What follows belongs to an exercise in optimizing a design on an open flow for small area and a short achievable clock period; a production flow would make more cautious choices. The RTL was checked by simulation tests, not by an equivalence proof against the original design.

[flow/run.sh]
#!/bin/bash
# synth_recipe.tcl (not shown) runs the flow's synth.tcl, then flattens the netlist and writes it again
# the make line also repeats each setting of config.mk as NAME=value (left out here)
make -C /OpenROAD-flow-scripts/flow DESIGN_CONFIG=/design/flow/config.mk WORK_HOME=/design/flow/orfs CLKGATE_MAP_FILE= SYNTH_SCRIPT=/design/flow/synth_recipe.tcl finish
[flow/config.mk]
export PLATFORM = sky130hd
export DESIGN_NAME = saw2sin
export DESIGN_NICKNAME = saw2sin
export VERILOG_FILES = /design/flow/design.v
export SDC_FILE = /design/flow/constraint.sdc
export NUM_CORES = 4
export LEC_CHECK = 0
export CAP_MARGIN = 20
export CORE_MARGIN = 2
export CORE_UTILIZATION = 40
export SLEW_MARGIN = 20
[flow/constraint.sdc]
create_clock -name core_clock -period 70.0 [get_ports {i_clk}]
set_input_delay 14.0000 -clock core_clock [delete_from_list [all_inputs] [get_ports {i_clk}]]
set_output_delay 14.0000 -clock core_clock [all_outputs]
set_load 0.01 [all_outputs]
[flow/design.v]
`default_nettype none
module sin_rom
( input  wire [5:0] m
, output logic [16:0] c0
, output logic [7:0] c1
);
always_comb
  case (m)
    6'd0: begin c0 = 17'd129946; c1 = 8'd201; end
    6'd1: begin c0 = 17'd2088; c1 = 8'd201; end
    6'd2: begin c0 = 17'd5301; c1 = 8'd201; end
    6'd3: begin c0 = 17'd8509; c1 = 8'd200; end
    6'd4: begin c0 = 17'd11710; c1 = 8'd200; end
    6'd5: begin c0 = 17'd14903; c1 = 8'd199; end
    6'd6: begin c0 = 17'd18086; c1 = 8'd199; end
    6'd7: begin c0 = 17'd21255; c1 = 8'd198; end
    6'd8: begin c0 = 17'd24410; c1 = 8'd197; end
    6'd9: begin c0 = 17'd27549; c1 = 8'd196; end
    6'd10: begin c0 = 17'd30670; c1 = 8'd194; end
    6'd11: begin c0 = 17'd33770; c1 = 8'd193; end
    6'd12: begin c0 = 17'd36848; c1 = 8'd192; end
    6'd13: begin c0 = 17'd39902; c1 = 8'd190; end
    6'd14: begin c0 = 17'd42931; c1 = 8'd188; end
    6'd15: begin c0 = 17'd45933; c1 = 8'd187; end
    6'd16: begin c0 = 17'd48905; c1 = 8'd185; end
    6'd17: begin c0 = 17'd51846; c1 = 8'd183; end
    6'd18: begin c0 = 17'd54754; c1 = 8'd181; end
    6'd19: begin c0 = 17'd57627; c1 = 8'd178; end
    6'd20: begin c0 = 17'd60464; c1 = 8'd176; end
    6'd21: begin c0 = 17'd63263; c1 = 8'd174; end
    6'd22: begin c0 = 17'd66022; c1 = 8'd171; end
    6'd23: begin c0 = 17'd68740; c1 = 8'd169; end
    6'd24: begin c0 = 17'd71415; c1 = 8'd166; end
    6'd25: begin c0 = 17'd74045; c1 = 8'd163; end
    6'd26: begin c0 = 17'd76629; c1 = 8'd160; end
    6'd27: begin c0 = 17'd79165; c1 = 8'd157; end
    6'd28: begin c0 = 17'd81652; c1 = 8'd154; end
    6'd29: begin c0 = 17'd84088; c1 = 8'd151; end
    6'd30: begin c0 = 17'd86471; c1 = 8'd147; end
    6'd31: begin c0 = 17'd88801; c1 = 8'd144; end
    6'd32: begin c0 = 17'd91076; c1 = 8'd140; end
    6'd33: begin c0 = 17'd93294; c1 = 8'd137; end
    6'd34: begin c0 = 17'd95454; c1 = 8'd133; end
    6'd35: begin c0 = 17'd97556; c1 = 8'd129; end
    6'd36: begin c0 = 17'd99596; c1 = 8'd126; end
    6'd37: begin c0 = 17'd101575; c1 = 8'd122; end
    6'd38: begin c0 = 17'd103492; c1 = 8'd118; end
    6'd39: begin c0 = 17'd105344; c1 = 8'd114; end
    6'd40: begin c0 = 17'd107131; c1 = 8'd110; end
    6'd41: begin c0 = 17'd108852; c1 = 8'd105; end
    6'd42: begin c0 = 17'd110506; c1 = 8'd101; end
    6'd43: begin c0 = 17'd112092; c1 = 8'd97; end
    6'd44: begin c0 = 17'd113608; c1 = 8'd93; end
    6'd45: begin c0 = 17'd115055; c1 = 8'd88; end
    6'd46: begin c0 = 17'd116430; c1 = 8'd84; end
    6'd47: begin c0 = 17'd117734; c1 = 8'd79; end
    6'd48: begin c0 = 17'd118964; c1 = 8'd75; end
    6'd49: begin c0 = 17'd120122; c1 = 8'd70; end
    6'd50: begin c0 = 17'd121206; c1 = 8'd65; end
    6'd51: begin c0 = 17'd122215; c1 = 8'd61; end
    6'd52: begin c0 = 17'd123149; c1 = 8'd56; end
    6'd53: begin c0 = 17'd124007; c1 = 8'd51; end
    6'd54: begin c0 = 17'd124788; c1 = 8'd46; end
    6'd55: begin c0 = 17'd125493; c1 = 8'd42; end
    6'd56: begin c0 = 17'd126121; c1 = 8'd37; end
    6'd57: begin c0 = 17'd126671; c1 = 8'd32; end
    6'd58: begin c0 = 17'd127143; c1 = 8'd27; end
    6'd59: begin c0 = 17'd127537; c1 = 8'd22; end
    6'd60: begin c0 = 17'd127852; c1 = 8'd17; end
    6'd61: begin c0 = 17'd128089; c1 = 8'd12; end
    6'd62: begin c0 = 17'd128246; c1 = 8'd7; end
    6'd63: begin c0 = 17'd128325; c1 = 8'd2; end
    default: begin c0 = 'x; c1 = 'x; end
  endcase
endmodule
module sin_qrom
( input  wire [2:0] mq
, input  wire [2:0] aq
, output logic [3:0] qn
);
always_comb
  case ({mq, aq})
    6'd0: qn = 4'd15;
    6'd1: qn = 4'd15;
    6'd2: qn = 4'd15;
    6'd3: qn = 4'd15;
    6'd4: qn = 4'd15;
    6'd5: qn = 4'd15;
    6'd6: qn = 4'd14;
    6'd7: qn = 4'd14;
    6'd8: qn = 4'd15;
    6'd9: qn = 4'd15;
    6'd10: qn = 4'd15;
    6'd11: qn = 4'd14;
    6'd12: qn = 4'd14;
    6'd13: qn = 4'd14;
    6'd14: qn = 4'd13;
    6'd15: qn = 4'd12;
    6'd16: qn = 4'd15;
    6'd17: qn = 4'd15;
    6'd18: qn = 4'd15;
    6'd19: qn = 4'd14;
    6'd20: qn = 4'd14;
    6'd21: qn = 4'd13;
    6'd22: qn = 4'd12;
    6'd23: qn = 4'd11;
    6'd24: qn = 4'd15;
    6'd25: qn = 4'd15;
    6'd26: qn = 4'd14;
    6'd27: qn = 4'd14;
    6'd28: qn = 4'd13;
    6'd29: qn = 4'd12;
    6'd30: qn = 4'd11;
    6'd31: qn = 4'd9;
    6'd32: qn = 4'd15;
    6'd33: qn = 4'd15;
    6'd34: qn = 4'd14;
    6'd35: qn = 4'd14;
    6'd36: qn = 4'd13;
    6'd37: qn = 4'd11;
    6'd38: qn = 4'd10;
    6'd39: qn = 4'd8;
    6'd40: qn = 4'd15;
    6'd41: qn = 4'd15;
    6'd42: qn = 4'd14;
    6'd43: qn = 4'd13;
    6'd44: qn = 4'd12;
    6'd45: qn = 4'd11;
    6'd46: qn = 4'd9;
    6'd47: qn = 4'd7;
    6'd48: qn = 4'd15;
    6'd49: qn = 4'd15;
    6'd50: qn = 4'd14;
    6'd51: qn = 4'd13;
    6'd52: qn = 4'd12;
    6'd53: qn = 4'd11;
    6'd54: qn = 4'd9;
    6'd55: qn = 4'd7;
    6'd56: qn = 4'd15;
    6'd57: qn = 4'd15;
    6'd58: qn = 4'd14;
    6'd59: qn = 4'd13;
    6'd60: qn = 4'd12;
    6'd61: qn = 4'd10;
    6'd62: qn = 4'd9;
    6'd63: qn = 4'd6;
    default: qn = 'x;
  endcase
endmodule
`default_nettype none
module saw2sin
( input  wire        i_clk
, input  wire [15:0] i_saw
, output logic [15:0] o_sin
);
wire inv = i_saw[15];
wire rev = i_saw[14];
wire [13:0] v = i_saw[13:0] ^ {14{rev}};
wire [5:0] m = v[13:8];
wire [7:0] tb = {~v[7], v[6:0]};
wire [6:0] a = tb[7] ? ~tb[6:0] : tb[6:0];
wire [16:0] c0;
wire [7:0] c1;
sin_rom rom (.m(m), .c0(c0), .c1(c1));
wire [3:0] qn;
sin_qrom qrom (.mq(m[5:3]), .aq(a[6:4]), .qn(qn));
wire [3:0] bneg, bone, btwo;
assign bneg[0] = tb[1];
assign bone[0] = tb[0] ^ rev;
assign btwo[0] = (tb[1] & ~tb[0] & ~rev) | (~tb[1] & tb[0] & rev);
assign bneg[1] = tb[3];
assign bone[1] = tb[2] ^ tb[1];
assign btwo[1] = (tb[3] & ~tb[2] & ~tb[1]) | (~tb[3] & tb[2] & tb[1]);
assign bneg[2] = tb[5];
assign bone[2] = tb[4] ^ tb[3];
assign btwo[2] = (tb[5] & ~tb[4] & ~tb[3]) | (~tb[5] & tb[4] & tb[3]);
assign bneg[3] = tb[7];
assign bone[3] = tb[6] ^ tb[5];
assign btwo[3] = (tb[7] & ~tb[6] & ~tb[5]) | (~tb[7] & tb[6] & tb[5]);
wire b_pp0_4 = (((bone[0] & c1[4]) | (btwo[0] & c1[3])) ^ bneg[0]);
wire b_pp0_5 = (((bone[0] & c1[5]) | (btwo[0] & c1[4])) ^ bneg[0]);
wire b_pp0_6 = (((bone[0] & c1[6]) | (btwo[0] & c1[5])) ^ bneg[0]);
wire b_pp0_7 = (((bone[0] & c1[7]) | (btwo[0] & c1[6])) ^ bneg[0]);
wire b_pp0_8 = ((btwo[0] & c1[7]) ^ bneg[0]);
wire b_nneg0 = ~bneg[0];
wire b_pp1_2 = (((bone[1] & c1[2]) | (btwo[1] & c1[1])) ^ bneg[1]);
wire b_pp1_3 = (((bone[1] & c1[3]) | (btwo[1] & c1[2])) ^ bneg[1]);
wire b_pp1_4 = (((bone[1] & c1[4]) | (btwo[1] & c1[3])) ^ bneg[1]);
wire b_pp1_5 = (((bone[1] & c1[5]) | (btwo[1] & c1[4])) ^ bneg[1]);
wire b_pp1_6 = (((bone[1] & c1[6]) | (btwo[1] & c1[5])) ^ bneg[1]);
wire b_pp1_7 = (((bone[1] & c1[7]) | (btwo[1] & c1[6])) ^ bneg[1]);
wire b_pp1_8 = ((btwo[1] & c1[7]) ^ bneg[1]);
wire b_nneg1 = ~bneg[1];
wire b_pp2_0 = ((bone[2] & c1[0]) ^ bneg[2]);
wire b_pp2_1 = (((bone[2] & c1[1]) | (btwo[2] & c1[0])) ^ bneg[2]);
wire b_pp2_2 = (((bone[2] & c1[2]) | (btwo[2] & c1[1])) ^ bneg[2]);
wire b_pp2_3 = (((bone[2] & c1[3]) | (btwo[2] & c1[2])) ^ bneg[2]);
wire b_pp2_4 = (((bone[2] & c1[4]) | (btwo[2] & c1[3])) ^ bneg[2]);
wire b_pp2_5 = (((bone[2] & c1[5]) | (btwo[2] & c1[4])) ^ bneg[2]);
wire b_pp2_6 = (((bone[2] & c1[6]) | (btwo[2] & c1[5])) ^ bneg[2]);
wire b_pp2_7 = (((bone[2] & c1[7]) | (btwo[2] & c1[6])) ^ bneg[2]);
wire b_pp2_8 = ((btwo[2] & c1[7]) ^ bneg[2]);
wire b_nneg2 = ~bneg[2];
wire b_neg2 = bneg[2];
wire b_pp3_0 = ((bone[3] & c1[0]) ^ bneg[3]);
wire b_pp3_1 = (((bone[3] & c1[1]) | (btwo[3] & c1[0])) ^ bneg[3]);
wire b_pp3_2 = (((bone[3] & c1[2]) | (btwo[3] & c1[1])) ^ bneg[3]);
wire b_pp3_3 = (((bone[3] & c1[3]) | (btwo[3] & c1[2])) ^ bneg[3]);
wire b_pp3_4 = (((bone[3] & c1[4]) | (btwo[3] & c1[3])) ^ bneg[3]);
wire b_pp3_5 = (((bone[3] & c1[5]) | (btwo[3] & c1[4])) ^ bneg[3]);
wire b_pp3_6 = (((bone[3] & c1[6]) | (btwo[3] & c1[5])) ^ bneg[3]);
wire b_pp3_7 = (((bone[3] & c1[7]) | (btwo[3] & c1[6])) ^ bneg[3]);
wire b_pp3_8 = ((btwo[3] & c1[7]) ^ bneg[3]);
wire b_nneg3 = ~bneg[3];
wire b_neg3 = bneg[3];
wire b_q0 = qn[0];
wire b_q1 = qn[1];
wire b_q2 = qn[2];
wire b_q3 = qn[3];
wire b_ninv = ~inv;
wire fs1 = b_pp0_6 ^ b_pp1_4 ^ b_pp2_2;
wire fc2 = (b_pp0_6 & b_pp1_4) | (b_pp0_6 & b_pp2_2) | (b_pp1_4 & b_pp2_2);
wire hs3 = b_pp0_7 ^ b_pp1_5;
wire hc4 = b_pp0_7 & b_pp1_5;
wire fs5 = b_pp0_4 ^ b_pp1_2 ^ b_pp2_0;
wire fc6 = (b_pp0_4 & b_pp1_2) | (b_pp0_4 & b_pp2_0) | (b_pp1_2 & b_pp2_0);
wire fs7 = b_pp0_5 ^ b_pp1_3 ^ b_pp2_1;
wire fc8 = (b_pp0_5 & b_pp1_3) | (b_pp0_5 & b_pp2_1) | (b_pp1_3 & b_pp2_1);
wire fs9 = fs1 ^ b_pp3_0 ^ b_neg3;
wire fc10 = (fs1 & b_pp3_0) | (fs1 & b_neg3) | (b_pp3_0 & b_neg3);
wire hs11 = b_q2 ^ b_ninv;
wire hc12 = b_q2 & b_ninv;
wire fs13 = hs3 ^ b_pp2_3 ^ b_pp3_1;
wire fc14 = (hs3 & b_pp2_3) | (hs3 & b_pp3_1) | (b_pp2_3 & b_pp3_1);
wire fs15 = b_q3 ^ c0[3] ^ fc2;
wire fc16 = (b_q3 & c0[3]) | (b_q3 & fc2) | (c0[3] & fc2);
wire fs17 = b_pp0_8 ^ b_pp1_6 ^ b_pp2_4;
wire fc18 = (b_pp0_8 & b_pp1_6) | (b_pp0_8 & b_pp2_4) | (b_pp1_6 & b_pp2_4);
wire fs19 = b_pp3_2 ^ c0[4] ^ hc4;
wire fc20 = (b_pp3_2 & c0[4]) | (b_pp3_2 & hc4) | (c0[4] & hc4);
wire fs21 = b_nneg0 ^ b_pp1_7 ^ b_pp2_5;
wire fc22 = (b_nneg0 & b_pp1_7) | (b_nneg0 & b_pp2_5) | (b_pp1_7 & b_pp2_5);
wire hs23 = b_pp3_3 ^ c0[5];
wire hc24 = b_pp3_3 & c0[5];
wire fs25 = b_pp1_8 ^ b_pp2_6 ^ b_pp3_4;
wire fc26 = (b_pp1_8 & b_pp2_6) | (b_pp1_8 & b_pp3_4) | (b_pp2_6 & b_pp3_4);
wire hs27 = b_nneg1 ^ b_pp2_7;
wire hc28 = b_nneg1 & b_pp2_7;
wire hs29 = fs5 ^ b_neg2;
wire hc30 = fs5 & b_neg2;
wire fs31 = fs7 ^ b_q1 ^ c0[1];
wire fc32 = (fs7 & b_q1) | (fs7 & c0[1]) | (b_q1 & c0[1]);
wire fs33 = fs9 ^ hs11 ^ c0[2];
wire fc34 = (fs9 & hs11) | (fs9 & c0[2]) | (hs11 & c0[2]);
wire fs35 = fs13 ^ fs15 ^ fc10;
wire fc36 = (fs13 & fs15) | (fs13 & fc10) | (fs15 & fc10);
wire fs37 = fs17 ^ fs19 ^ fc14;
wire fc38 = (fs17 & fs19) | (fs17 & fc14) | (fs19 & fc14);
wire fs39 = fs21 ^ hs23 ^ fc18;
wire fc40 = (fs21 & hs23) | (fs21 & fc18) | (hs23 & fc18);
wire fs41 = fs25 ^ c0[6] ^ fc22;
wire fc42 = (fs25 & c0[6]) | (fs25 & fc22) | (c0[6] & fc22);
wire fs43 = hs27 ^ b_pp3_5 ^ c0[7];
wire fc44 = (hs27 & b_pp3_5) | (hs27 & c0[7]) | (b_pp3_5 & c0[7]);
wire fs45 = b_pp2_8 ^ b_pp3_6 ^ c0[8];
wire fc46 = (b_pp2_8 & b_pp3_6) | (b_pp2_8 & c0[8]) | (b_pp3_6 & c0[8]);
wire hs47 = b_nneg2 ^ b_pp3_7;
wire hc48 = b_nneg2 & b_pp3_7;
wire hs49 = hs29 ^ b_q0;
wire hc50 = hs29 & b_q0;
wire fs51 = fs31 ^ fc6 ^ hc30;
wire fc52 = (fs31 & fc6) | (fs31 & hc30) | (fc6 & hc30);
wire fs53 = fs33 ^ fc8 ^ fc32;
wire fc54 = (fs33 & fc8) | (fs33 & fc32) | (fc8 & fc32);
wire fs55 = fs35 ^ hc12 ^ fc34;
wire fc56 = (fs35 & hc12) | (fs35 & fc34) | (hc12 & fc34);
wire fs57 = fs37 ^ fc16 ^ fc36;
wire fc58 = (fs37 & fc16) | (fs37 & fc36) | (fc16 & fc36);
wire fs59 = fs39 ^ fc20 ^ fc38;
wire fc60 = (fs39 & fc20) | (fs39 & fc38) | (fc20 & fc38);
wire fs61 = fs41 ^ hc24 ^ fc40;
wire fc62 = (fs41 & hc24) | (fs41 & fc40) | (hc24 & fc40);
wire fs63 = fs43 ^ fc26 ^ fc42;
wire fc64 = (fs43 & fc26) | (fs43 & fc42) | (fc26 & fc42);
wire fs65 = fs45 ^ hc28 ^ fc44;
wire fc66 = (fs45 & hc28) | (fs45 & fc44) | (hc28 & fc44);
wire fs67 = hs47 ^ c0[9] ^ fc46;
wire fc68 = (hs47 & c0[9]) | (hs47 & fc46) | (c0[9] & fc46);
wire fs69 = b_pp3_8 ^ c0[10] ^ hc48;
wire fc70 = (b_pp3_8 & c0[10]) | (b_pp3_8 & hc48) | (c0[10] & hc48);
wire hs71 = b_nneg3 ^ c0[11];
wire hc72 = b_nneg3 & c0[11];
wire [16:0] ra = {c0[16], c0[15], c0[14], c0[13], c0[12], hs71, fs69, fs67, fs65, fs63, fs61, fs59, fs57, fs55, fs53, fs51, hs49};
wire [16:0] rb = {1'b0, 1'b0, 1'b0, 1'b0, hc72, fc70, fc68, fc66, fc64, fc62, fc60, fc58, fc56, fc54, fc52, hc50, c0[0]};
wire [16:0] z = ra + rb;
wire [14:0] zi = z[16:2];
logic [15:0] sin_q;
always_ff @(posedge i_clk) sin_q <= {~inv, zi ^ {15{inv}}};
always_comb o_sin = sin_q;
endmodule
==> results of run 1 <==
==> routing by layer <==
layer	vias to the layer above	share of wire, %	track usage [%]
li1	2817	-	-
met1	2759	45	36.13
met2	338	43	36.68
met3	47	8.4	1.923
met4	0	4.4	11.24
met5	-	0	0
==> cell families (layout without fill, tap and decap cells) <==
logic type      count (synthesis)  after routing  synth area share, %
mux                             8              8                1.436
buf+inv                       122             90                9.641
xor+xnor                       82             82                14.25
flops                          16             16                5.571
fa+ha+maj                      67             67                17.93
simple gates                  247            247                19.89
compound gates                270            270                31.27
==> synthesized netlist by cell type, types with 14 or more instances <==
master	n
sky130_fd_sc_hd__a22oi_1	15
sky130_fd_sc_hd__xor2_1	23
sky130_fd_sc_hd__nor3_1	17
sky130_fd_sc_hd__fa_1	27
sky130_fd_sc_hd__nand2_1	93
sky130_fd_sc_hd__xnor2_1	53
sky130_fd_sc_hd__clkbuf_1	31
sky130_fd_sc_hd__nand3_1	15
sky130_fd_sc_hd__nor2_1	70
sky130_fd_sc_hd__o21ai_0	52
sky130_fd_sc_hd__ha_1	36
sky130_fd_sc_hd__inv_1	43
sky130_fd_sc_hd__a31oi_1	14
sky130_fd_sc_hd__o22ai_1	19
sky130_fd_sc_hd__buf_2	21
sky130_fd_sc_hd__a21oi_1	74
sky130_fd_sc_hd__dfxtp_1	16
==> worst paths after layout <==
kind,startpoint,cells past startpoint,slack [ns],end
max,i_saw[11],27,48.15,sin_q[8]$_DFF_P_
min,i_saw[15],3,14.95,sin_q[0]$_DFF_P_
==> area by class of cell <==
cell class / instances / area, sq um
clock buffers: 4 / 88.84
fillers: 1428 / 7870
inverters: 48 / 180.2
multi-input cells: 674 / 4890
flip-flops and latches: 16 / 320.3
well taps: 180 / 225.2
repair buffers: 38 / 360.3
==> run summary, run 1 <==
- The final core area utilization is 43.52%.
- The category of the most critical setup path is input port to register.
- The total overflow reported by the global router is 0.
- For this configuration, the core starts out at a cell density of 41.26%.
- The critical path's top delay family is adder cells.
- Cells with a size suffix above 1 make up 5.769% of the layout.
- The actual slew at the worst max-slew pin is 0.9413 ns.
- For the worst setup path, the data required time is 70.18 ns.
- The mean instance size in the synthesized netlist is 7.080 sq um.
- The library cell contributing the largest single delay on the critical path is sky130_fd_sc_hd__clkdlybuf4s50_1.
- Once placement finished, the instance area stood at 5976 sq um.
- The vertical die dimension is 123.9 um.
- The final non-filler cell area is 6065 sq um.
- CTS placed an instance of sky130_fd_sc_hd__clkbuf_16 at the clock tree root.
- Headroom to the max-slew limit came out at 37.25%.
- Counting along the longest clock path gives a buffer depth of 2.
- Input and output buffers added on the ports amount to 32.
- The register with the most flip-flops in the layout has 16 of them.
- The number of max-slew violations in the final report is 0.
- The detailed placement HPWL is 13840 um.
- The total standard cell area after synthesis is 5749 sq um.
- The peak per-stage delay on the critical path is 1.02 ns.
- For this design the top-level I/O count stands at 33.
- The total setup violations reported at the end of the flow is 0.
- The count of routing violations after the opening detailed-route iteration is 922.
- Wires add up to 18830 um.
- The share of the cycle needed by the critical path after routing is 31.22%.
- For this block, the via count after detailed routing is 5961.
- The most numerous cell type found on the critical path is sky130_fd_sc_hd__fa_1.
- The first global-routing pass estimated 29760 um of wire.
- TritonCTS built the clock tree.
- The maximum net fanout on the critical path is 51.
- The via density per instance is 6.209.
- In this run the standard cell core region covers 13930 sq um.
- The post-CTS setup buffer count is 0.
- The via count of the first global-routing pass is 5443.
- After detailed routing, the average wire length per cell comes to 19.61 um.
- The number of synthesized register bits is 16.
- The total inserted antenna cells is 0.
- The number of iterations in the first detailed-routing pass is 7.
- At the worst endpoint, the arrival time is 22.03 ns.
- After synthesis, the largest area contributor takes up 9.402% of total cell area.
- The antenna violation net count after detailed routing is 0.
- STA classifies the critical path endpoint as a register.
- The cell count after placement is 956.
- The global placer's final weighted congestion is 0.9407.
- The number of remaining DRC errors is 0.
- The sum of negative setup slack is 0 ns.
- Timing analysis after detailed placement gives a worst setup slack of 47.96 ns.
- The count of yosys warnings during synthesis is 3.
- The number of failing hold endpoints at the final stage is 0.
- The register with the highest flop count is sin_q.
- The max-cap check violation count is 0.
- The number of different library cells in the post-synthesis netlist is 85.
- The number of rows in the core area is 43.
- Counting both buffers and inverters, the worst setup path holds a total of 4.
- The horizontal extent of the die is 123.9 um.
- In this run, post-CTS hold repair placed 0 buffers.
- The top cell types in the final layout, fill and taps aside, are sky130_fd_sc_hd__nand2_1 (93), sky130_fd_sc_hd__a21oi_1 (74), sky130_fd_sc_hd__nor2_1 (70), sky130_fd_sc_hd__o21ai_0 (52), sky130_fd_sc_hd__xnor2_1 (51).
- The clock transition at the registers of the reported paths is 0.05 ns.
- The number of buffers created by CTS is 3.
- After synthesis, the share of flip-flops with an asynchronous set or reset is 0%.
- The library cell occupying the most area in the post-synthesis netlist is sky130_fd_sc_hd__fa_1.
- The number of sinks handled by clock tree synthesis is 16.
- The post-layout minimum cycle time is 21.85 ns.
- Synthesis produced 812 cells.
- Setup repair after global routing left no endpoint under its margin.
- The largest net degree at the start of global routing is 60.
- After the flow finishes, the layout carries non-filler instances totaling 960.
- The initial antenna violation count is 0.
- Leaving out fill and tap cells, the most frequent cell in the layout is sky130_fd_sc_hd__nand2_1.
- Counting flops with a built-in enable in the synthesized netlist gives 0.
- CTS built an H-tree with a depth of 1.
- The path class of the tightest hold or removal check is input port to register.
- Compared with the post-synthesis result, the final layout area differs by 5.484%.
- The most instantiated flip-flop cell in the synthesis netlist is sky130_fd_sc_hd__dfxtp_1.
- The worst setup margin is 48.15 ns.
- The post-cts resize count is 0.
- After the last flow step, the layout net total stands at 861.
- The die covers 15350 sq um.
- Sequential elements use 5.571% of the synthesized area.
- Based on the critical path, the design can be clocked at up to 45.76 MHz.
- The flow ran to the end and the layout has no timing, DRC or antenna violations.
- Hold is met by 14.95 ns.
- In the global route stage, overall resource usage came out at 24.68%.
- Sorting the synthesized cells by area gives the leading types as sky130_fd_sc_hd__fa_1 (9.4%), sky130_fd_sc_hd__xnor2_1 (8.1%), sky130_fd_sc_hd__ha_1 (7.8%).
- The number of nets in the synthesized netlist is 892.
- The largest registers in the layout are sin_q: 16 flops.
- STA classifies the critical path startpoint as an input port.
==> run 2, diff against run 1 <==
--- a/flow/config.mk
+++ b/flow/config.mk
@@ -6,4 +6,5 @@
 export NUM_CORES = 4
 export LEC_CHECK = 0
+export ABC_AREA = 1
 export CAP_MARGIN = 20
 export CORE_MARGIN = 2
==> run 2 against run 1 <==
Routed wire length decreased by 2.4%. Largest cell class unchanged. Final cell count decreased by 1.0%. Clock-buffer cell count decreased by 1. Highest routed layer unchanged. Worst hold slack improved by 0.011 ns.
==> run summary, run 2 <==
- STA classifies the critical path endpoint as a register.
- The via count of the first global-routing pass is 5137 (-5.6%).
- The total inserted antenna cells is 0 (unchanged).
- The max-cap check violation count was 0 (unchanged).
- The initial core utilization is 41.37% (+0.12 points).
- The maximum net fanout on the critical path is 20 (-61%).
- The clock tree from TritonCTS is done.
- The detailed placement HPWL is 14690 um (+6.2%).
- The required time of the critical path is 70.14 ns (-0.04 ns).
- The die footprint is 13440 sq um (-12%).
- The share of the cycle needed by the critical path after routing came to 28.71% (-2.5 points).
- The horizontal extent of the die was 115.9 um (-6.4%).
- The area occupied by registers came to 320.3 sq um (unchanged).
- The mean instance size in the synthesized netlist is 6.499 sq um (-8.2%).
- The number of rows in the core area is 40 (-7.0%).
- The final core area utilization is 44.98% (+1.5 points).
- The largest net degree at the start of global routing is 52 (-13%).
- The number of failing hold endpoints at the final stage is 0 (unchanged).
- In the final layout, the registers with the most flip-flops are sin_q: 16 flops.
- Setup repair after global routing left no endpoint under its margin.
- The gate count of the mapped netlist came to 771 (-5.0%).
- The final non-filler cell area is 5448 sq um (-10%).
- The largest total area in the synthesized netlist belongs to sky130_fd_sc_hd__nand2_1.
- The net count after synthesis is 851 (-4.6%).
- The number of buffers between clock root and the deepest sink is 2 (unchanged).
- The sum of routed wire length over all layers is 18370 um (-2.4%).
- The number of flops mapped to enable cells by yosys is 0 (unchanged).
- The number of synthesized register bits came to 16 (unchanged).
- The flow ran to the end and the layout has no timing, DRC or antenna violations.
- The placement-stage cell area came to 5378 sq um (-10%).
- The antenna violation net count after detailed routing is 0 (unchanged).
- The clock tree root driver cell is sky130_fd_sc_hd__clkbuf_16.
- The count of yosys warnings during synthesis was 3 (unchanged).
- The total number of vias was 5440 (-8.7%).
- The number of iterations in the first detailed-routing pass is 6 (-1).
- The sequential area share after synthesis is 6.392% (+0.82 points).
- The register with the highest flop count is sin_q.
- The post-CTS setup buffer count is 0 (unchanged).
- The wire length of the first global-routing pass came to 28640 um (-3.8%).
- The startpoint identified for the worst hold timing path is i_saw[15].
- The smallest hold slack is 14.96 ns (+0.01130 ns).
- The number of flip-flops under the largest register name was 16 (unchanged).
- The multi-input gate area in the final layout is 4041 sq um (-17%).
- The worst setup margin is 49.90 ns (+1.756 ns).
- The average detailed-routed wire length per instance is 19.34 um (-1.4%).
- The placeable core region is 12110 sq um (-13%).
- The category of the most critical setup path is input port to register.
- The library cells used most frequently in the layout, excluding fill and tap cells, are sky130_fd_sc_hd__nand2_1 (179), sky130_fd_sc_hd__inv_1 (110), sky130_fd_sc_hd__xor2_1 (51), sky130_fd_sc_hd__nand3_1 (51), sky130_fd_sc_hd__nor2_1 (48).
- The arrival time at the worst endpoint is 20.23 ns (-1.80 ns).
- The class of the tightest hold or removal check is input port to register.
- The worst hold path terminates at sin_q[0]$_DFF_P_.
- The actual slew at the worst max-slew pin is 0.8258 ns (-0.1155 ns).
- The number of remaining DRC errors is 0 (unchanged).
- Ranked by instance count, the synthesized netlist is headed by sky130_fd_sc_hd__nand2_1 (179), sky130_fd_sc_hd__inv_1 (110), sky130_fd_sc_hd__nand3_1 (51), sky130_fd_sc_hd__xor2_1 (51), sky130_fd_sc_hd__nor2_1 (48).
- The number of buffers created by CTS is 3 (unchanged).
- The post-cts resize count was 0 (unchanged).
- The number of sinks handled by clock tree synthesis is 16 (unchanged).
- The max-slew headroom at the worst pin was 44.82% (+7.6 points).
- The number of nets in the finished design is 864 (+0.35%).
- The total overflow reported by the global router is 0 (unchanged).
- The post-layout minimum cycle time came to 20.10 ns (-1.756 ns).
- The count of cells along the worst hold path came to 3 (unchanged).
- The vertical die dimension came to 115.9 um (-6.4%).
- The number of hold buffers added after CTS is 0 (unchanged).
- The global placer's final weighted congestion is 1.026 (+9.1%).
- The async set or reset register ratio after synthesis is 0% (unchanged).
- The timing-limited maximum frequency was 49.76 MHz (+8.7%).
- The clock transition at the registers of the reported paths came to 0.04 ns (about the same).
- The number of levels in the clock H-tree is 1 (unchanged).
- In the post-synthesis netlist, the biggest area contributors are sky130_fd_sc_hd__nand2_1 (13%), sky130_fd_sc_hd__fa_1 (11%), sky130_fd_sc_hd__ha_1 (9.0%).
- The area overhead of the layout relative to synthesis is 8.714%.
- The commonest non-fill, non-tap cell in the layout is sky130_fd_sc_hd__nand2_1.
- sky130_fd_sc_hd__nand2_1 is the most common cell in the netlist.
- The total of fill cells in the finished design is 1353 (-5.3%).
- The count of routing violations after the opening detailed-route iteration is 544 (-41%).
- Among all flip-flop cells after synthesis, the most frequent one is sky130_fd_sc_hd__dfxtp_1.
- The number of cells in the finished layout apart from fillers is 950 (-1.0%).
- The worst setup path is launched from an input port.
- The quantity of I/O buffers inserted on ports is 32 (unchanged).
- The sum of negative setup slack came to 0 ns (unchanged).
- The top-level I/O count was 33 (unchanged).
- The via density per instance came to 5.726 (-7.8%).
- The number of max-slew violations in the final report is 0 (unchanged).
- The combined global-route utilization of all metal layers is 27.69% (+3.0 points).
- The fraction of layout instances using a drive strength above 1 was 8.951% (+3.2 points).
- The total standard cell area after synthesis is 5011 sq um (-13%).
- The share of the synthesized area in the top cell type was 13.41% (+4.0 points).
- The setup slack at placement is 49.01 ns (+1.046 ns).
- The cell count after placement came to 947 (-0.94%).
- The number of different library cells in the post-synthesis netlist is 56 (-34%).
- The total setup violations reported at the end of the flow was 0 (unchanged).
- The initial antenna violation count came to 1 (+1).
-- run 2: final cells by class --
type	count	share of cell area (%)
multi-input combinational	605	74.18
inverter	124	8.636
timing repair buffer	34	6.063
sequential	16	5.880
tap	168	3.859
clock buffer	3	1.378
-- run 2: cell families (layout without fill, tap and decap cells) --
family	Yosys count	in the layout	share of synthesized area, %
AOI/OAI and AO/OA	153	153	20.20
DFF	16	16	6.392
adders and majority gates	63	63	19.78
xor gates and xnor gates	61	61	11.56
buffers and inverters	150	161	12.96
and+or+nand+nor	328	328	29.11
-- run 2: worst max-delay path, cell delays in order --
cell	delay, ns
sky130_fd_sc_hd__clkdlybuf4s50_1	0.47
sky130_fd_sc_hd__inv_1	0.10
sky130_fd_sc_hd__nand2_1	0.05
sky130_fd_sc_hd__nand2_1	0.63
sky130_fd_sc_hd__nand2_1	0.46
sky130_fd_sc_hd__nand2_1	0.43
sky130_fd_sc_hd__a21oi_1	0.15
sky130_fd_sc_hd__a31oi_1	0.19
sky130_fd_sc_hd__nand3_2	0.20
sky130_fd_sc_hd__o21ai_1	0.20
sky130_fd_sc_hd__xor2_1	0.13
sky130_fd_sc_hd__fa_1	0.49
sky130_fd_sc_hd__fa_1	0.52
sky130_fd_sc_hd__fa_1	0.51
sky130_fd_sc_hd__inv_1	0.05
sky130_fd_sc_hd__fa_1	0.48
sky130_fd_sc_hd__ha_1	0.36
sky130_fd_sc_hd__a21oi_1	0.22
sky130_fd_sc_hd__o21a_1	0.15
sky130_fd_sc_hd__nand2_2	0.07
sky130_fd_sc_hd__nand2_1	0.08
sky130_fd_sc_hd__nand2_2	0.09
sky130_fd_sc_hd__nand2_1	0.07
sky130_fd_sc_hd__nand2_1	0.04
sky130_fd_sc_hd__nand2_1	0.05
sky130_fd_sc_hd__inv_1	0.03
-- run 2: worst max-delay path by stage --
stage               from                end  slack (ns)  cells after the start
2_1_floorplan  i_saw[14]  sin_q[13]$_DFF_P_       51.02                     27
3_3_place_gp   i_saw[14]  sin_q[13]$_DFF_P_       48.97                     29
3_5_place_dp   i_saw[14]  sin_q[14]$_DFF_P_       49.01                     28
4_1_cts        i_saw[14]  sin_q[14]$_DFF_P_       49.26                     28
5_1_grt        i_saw[14]  sin_q[11]$_DFF_P_       49.57                     29
6_report       i_saw[10]  sin_q[13]$_DFF_P_       49.90                     26
-- run 2: metal layers --
metal	vias to the layer above	global-route usage (%)	part of all wire, %
li1	2562	-	-
met1	2527	40.24	45
met2	308	41.17	41
met3	43	5.492	11
met4	0	8.571	3.2
met5	-	0	0
==> run 3, diff against run 2 <==
--- a/flow/config.mk
+++ b/flow/config.mk
@@ -9,4 +9,4 @@
 export CAP_MARGIN = 20
 export CORE_MARGIN = 2
-export CORE_UTILIZATION = 40
+export CORE_UTILIZATION = 65
 export SLEW_MARGIN = 20
==> run 3 against run 2 <==
Global-route usage is 11 points higher. Maximum frequency is 0.29% higher. Area after synthesis unchanged. Final cell count shrank 7.1%. Via count is 6.6% higher. Die area is 37% lower. Critical path type unchanged. Critical endpoint is now sin_q[7]$_DFF_P_.
==> run summary, run 3 <==
- The count of buffer and inverter cells on the critical path is 4 (unchanged).
- The instance count on the critical path came to 26 (unchanged).
- The max-cap check violation count is 0 (unchanged).
- The placeable core region is 7607 sq um (-37%).
- In the layout the commonest cells are sky130_fd_sc_hd__nand2_1 (179), sky130_fd_sc_hd__inv_1 (110), sky130_fd_sc_hd__xor2_1 (51), sky130_fd_sc_hd__nand3_1 (51), sky130_fd_sc_hd__nor2_1 (48).
- The mean instance size in the synthesized netlist is 6.499 sq um (unchanged).
- The total overflow reported by the global router is 0 (unchanged).
- The post-cts resize count came to 0 (unchanged).
- The category of the most critical setup path is input port to register.
- The kind of capture point of the worst setup path is a register.
- The number of remaining DRC errors came to 0 (unchanged).
- Leaving out fill and tap cells, the most frequent cell in the layout is sky130_fd_sc_hd__nand2_1.
- The horizontal extent of the die is 91.80 um (-21%).
- The combined global-route utilization of all metal layers is 39.18% (+11 points).
- The total setup violations reported at the end of the flow is 0 (unchanged).
- The initial antenna violation count is 0 (-1).
- The arrival time at the worst endpoint was 20.18 ns (-0.05 ns).
- The top-level I/O count was 33 (unchanged).
- The number of rows in the core area was 32 (-20%).
- The area occupied by registers is 320.3 sq um (unchanged).
- The via density per instance was 6.566 (+15%).
- The count of routing violations after the opening detailed-route iteration is 1115 (+100%).
- The antenna violation net count after detailed routing came to 0 (unchanged).
- The total number of vias is 5798 (+6.6%).
- The critical path's top delay family is simple AND/OR/NAND/NOR gates.
- The sum of negative setup slack came to 0 ns (unchanged).
- The number of flops mapped to enable cells by yosys is 0 (unchanged).
- The max-slew headroom at the worst pin came to 36.30% (-8.5 points).
- The actual slew at the worst max-slew pin is 0.9521 ns (+0.1263 ns).
- The count of yosys warnings during synthesis is 3 (unchanged).
- The placement-stage cell area is 5280 sq um (-1.8%).
- The detailed placement HPWL was 13010 um (-11%).
- The peak per-stage delay on the critical path is 0.59 ns (-0.04 ns).
- TritonCTS built the clock tree.
- Among all flip-flop cells after synthesis, the most frequent one is sky130_fd_sc_hd__dfxtp_1.
- The number of hold buffers added after CTS is 0 (unchanged).
- The gate count of the mapped netlist was 771 (unchanged).
- The library cell contributing the largest single delay on the critical path is sky130_fd_sc_hd__nand2_1.
- Ranked by total cell area, the synthesized netlist is headed by sky130_fd_sc_hd__nand2_1 (13%), sky130_fd_sc_hd__fa_1 (11%), sky130_fd_sc_hd__ha_1 (9.0%).
- The number of levels in the clock H-tree is 1 (unchanged).
- The sum of routed wire length over all layers is 16890 um (-8.1%).
- The total of fill cells in the finished design is 631 (-53%).
- The worst setup path endpoint is sin_q[7]$_DFF_P_.
- The maximum net fanout on the critical path is 20 (unchanged).
- From synthesis to final layout, the design area changed by 6.367%.
- The number of max-slew violations in the final report was 0 (unchanged).
- The number of flip-flops under the largest register name was 16 (unchanged).
- The worst hold path begins at i_saw[15].
- The required time of the critical path is 70.15 ns (about the same).
- The total inserted antenna cells is 0 (unchanged).
- The average detailed-routed wire length per instance is 19.12 um (-1.1%).
- The number of iterations in the first detailed-routing pass is 19 (+13).
- The fraction of layout instances using a drive strength above 1 is 8.835% (-0.12 points).
- The post-layout minimum cycle time is 20.04 ns (-0.05900 ns).
- The number of nets in the finished design is 862 (-0.23%).
- The quantity of I/O buffers inserted on ports came to 32 (unchanged).
- By count the netlist is led by sky130_fd_sc_hd__nand2_1 (179), sky130_fd_sc_hd__inv_1 (110), sky130_fd_sc_hd__nand3_1 (51), sky130_fd_sc_hd__xor2_1 (51), sky130_fd_sc_hd__nor2_1 (48).
- The total standard cell area after synthesis is 5011 sq um (unchanged).
- The net count after synthesis is 851 (unchanged).
- The final non-filler cell area came to 5330 sq um (-2.2%).
- The number of failing hold endpoints at the final stage was 0 (unchanged).
- The number of buffers between clock root and the deepest sink is 2 (unchanged).
- The number of different library cells in the post-synthesis netlist came to 56 (unchanged).
- The vertical die dimension is 91.80 um (-21%).
- The post-CTS setup buffer count came to 0 (unchanged).
- The most used standard cell by instance count after synthesis is sky130_fd_sc_hd__nand2_1.
- The multi-input gate area in the final layout was 4041 sq um (unchanged).
- STA classifies the critical path startpoint as an input port.
- In the final layout, the registers with the most flip-flops are sin_q: 16 flops.
- The timing-limited maximum frequency is 49.91 MHz (+0.29%).
- The initial core utilization is 65.87% (+24 points).
- The number of buffers created by CTS came to 3 (unchanged).
- The number of sinks handled by clock tree synthesis is 16 (unchanged).
- The cell repeated most along the worst path is sky130_fd_sc_hd__nand2_1.
- The sequential area share after synthesis is 6.392% (unchanged).
- The class of the tightest hold or removal check is input port to register.
- The register with the highest flop count is sin_q.
- The smallest hold slack is 14.95 ns (-0.009800 ns).
- Summed over all instances, the cell type with the most area after synthesis is sky130_fd_sc_hd__nand2_1.
- The die footprint is 8427 sq um (-37%).
- The flow ran to the end and the layout has no timing, DRC or antenna violations.
- Setup repair after global routing left no endpoint under its margin.
- The share of the cycle needed by the critical path after routing is 28.62% (-0.084 points).
- The share of the synthesized area in the top cell type is 13.41% (unchanged).
- The largest net degree at the start of global routing is 52 (unchanged).
- The number of synthesized register bits is 16 (unchanged).
- In this run the clock root is driven by a sky130_fd_sc_hd__clkbuf_8.
- The async set or reset register ratio after synthesis is 0% (unchanged).
- The global placer's final weighted congestion is 1.129 (+10%).
- The wire length of the first global-routing pass is 26340 um (-8.0%).
- The clock transition at the registers of the reported paths is 0.06 ns (+0.02 ns).
- The launching element of the worst setup path is i_saw[10].
- The via count of the first global-routing pass is 5226 (+1.7%).
-- run 3: cell counts after synthesis --
No cell type changed its count.
-- run 3: worst min path at each step --
stage                            end  slack (ns)  cells after the start
CTS                 sin_q[0]$_DFF_P_       14.94                      3
floorplan                   o_sin[0]       14.30                      0
global route                o_sin[7]       15.02                      1
finish              sin_q[0]$_DFF_P_       14.95                      3
global placement            o_sin[2]       14.74                      1
detailed placement          o_sin[7]       14.73                      1
-- run 3: final cells by class --
cell class	count	area share [%]
Multi-Input combinational cell	605	75.82
Inverter	124	8.826
Sequential cell	16	6.009
Timing Repair Buffer	32	5.915
Tap cell	102	2.394
Clock buffer	4	1.033
-- run 3: cells by family (layout without fill, tap and decap cells) --
| logic type | count (synthesis) | count (layout) | share of synthesized area [%] |
|---|---|---|---|
| AND/OR/NAND/NOR | 328 | 328 | 29.11 |
| AO/OA/AOI/OAI | 153 | 153 | 20.20 |
| buffers and inverters | 150 | 160 | 12.96 |
| adder cells (fa/ha/maj) | 63 | 63 | 19.78 |
| XOR/XNOR | 61 | 61 | 11.56 |
| flip-flops | 16 | 16 | 6.392 |
-- run 3: worst min-delay path, delay by kind of cell --
family | cells | cell delay (ns)
xor gates and xnor gates | 1 | 0.13
buffers and inverters | 2 | 1.04
-- run 3: through the flow --
stage / util (%) / std cells / worst slack, ns
2_1_floorplan: - / 771 / 51.02
3_3_place_gp: 69.41 / 879 / 49.28
3_5_place_dp: 69.41 / 879 / 49.12
4_1_cts: 70.13 / 883 / 49.36
5_1_grt: 70.07 / 883 / 49.69
6_report: 70.07 / 883 / 49.96
-- run 3: per-layer routing --
metal | GRT usage [%] | up-vias | routed length, um
met5 | 0 | - | 0
met4 | 17.41 | 0 | 1088
met3 | 9.203 | 130 | 2506
met2 | 61.09 | 586 | 7129
met1 | 51.67 | 2535 | 6161
li1 | - | 2547 | -

[separate check: timing with driven ports]
In the flow no input, the clock included, has a driving cell. The finished layouts below were timed again as built, in two steps.
Step 1 (the two cells are an assumption about what drives the block):
set clk [get_ports {i_clk}]
set_driving_cell -lib_cell sky130_fd_sc_hd__clkbuf_16 $clk
set_driving_cell -lib_cell sky130_fd_sc_hd__buf_2 [delete_from_list [all_inputs] $clk]
Step 2 adds t to the input delays and takes it off the output delays; t is the mean of the earliest and latest rising clock arrival at the registers after step 1. Input paths then give back, and output paths get back, about the clock's delay inside the block.
a / b / c = ideal / step 1 / step 2; a / b = the first two.
run	t (ns)	setup WS [ns]	worst slew at a driven data input, ns
run 1	0.273	48.148 / 48.153 / 47.880	0.04
run 2	0.266	49.904 / 49.912 / 49.646	0.05
run 3	0.275	49.963 / 49.967 / 49.692	0.03
After both steps every run listed still meets setup and hold. For run 3, which loses most, drivers alone change the setup slack by +0.004 ns; drivers and shift together by -0.271 ns.
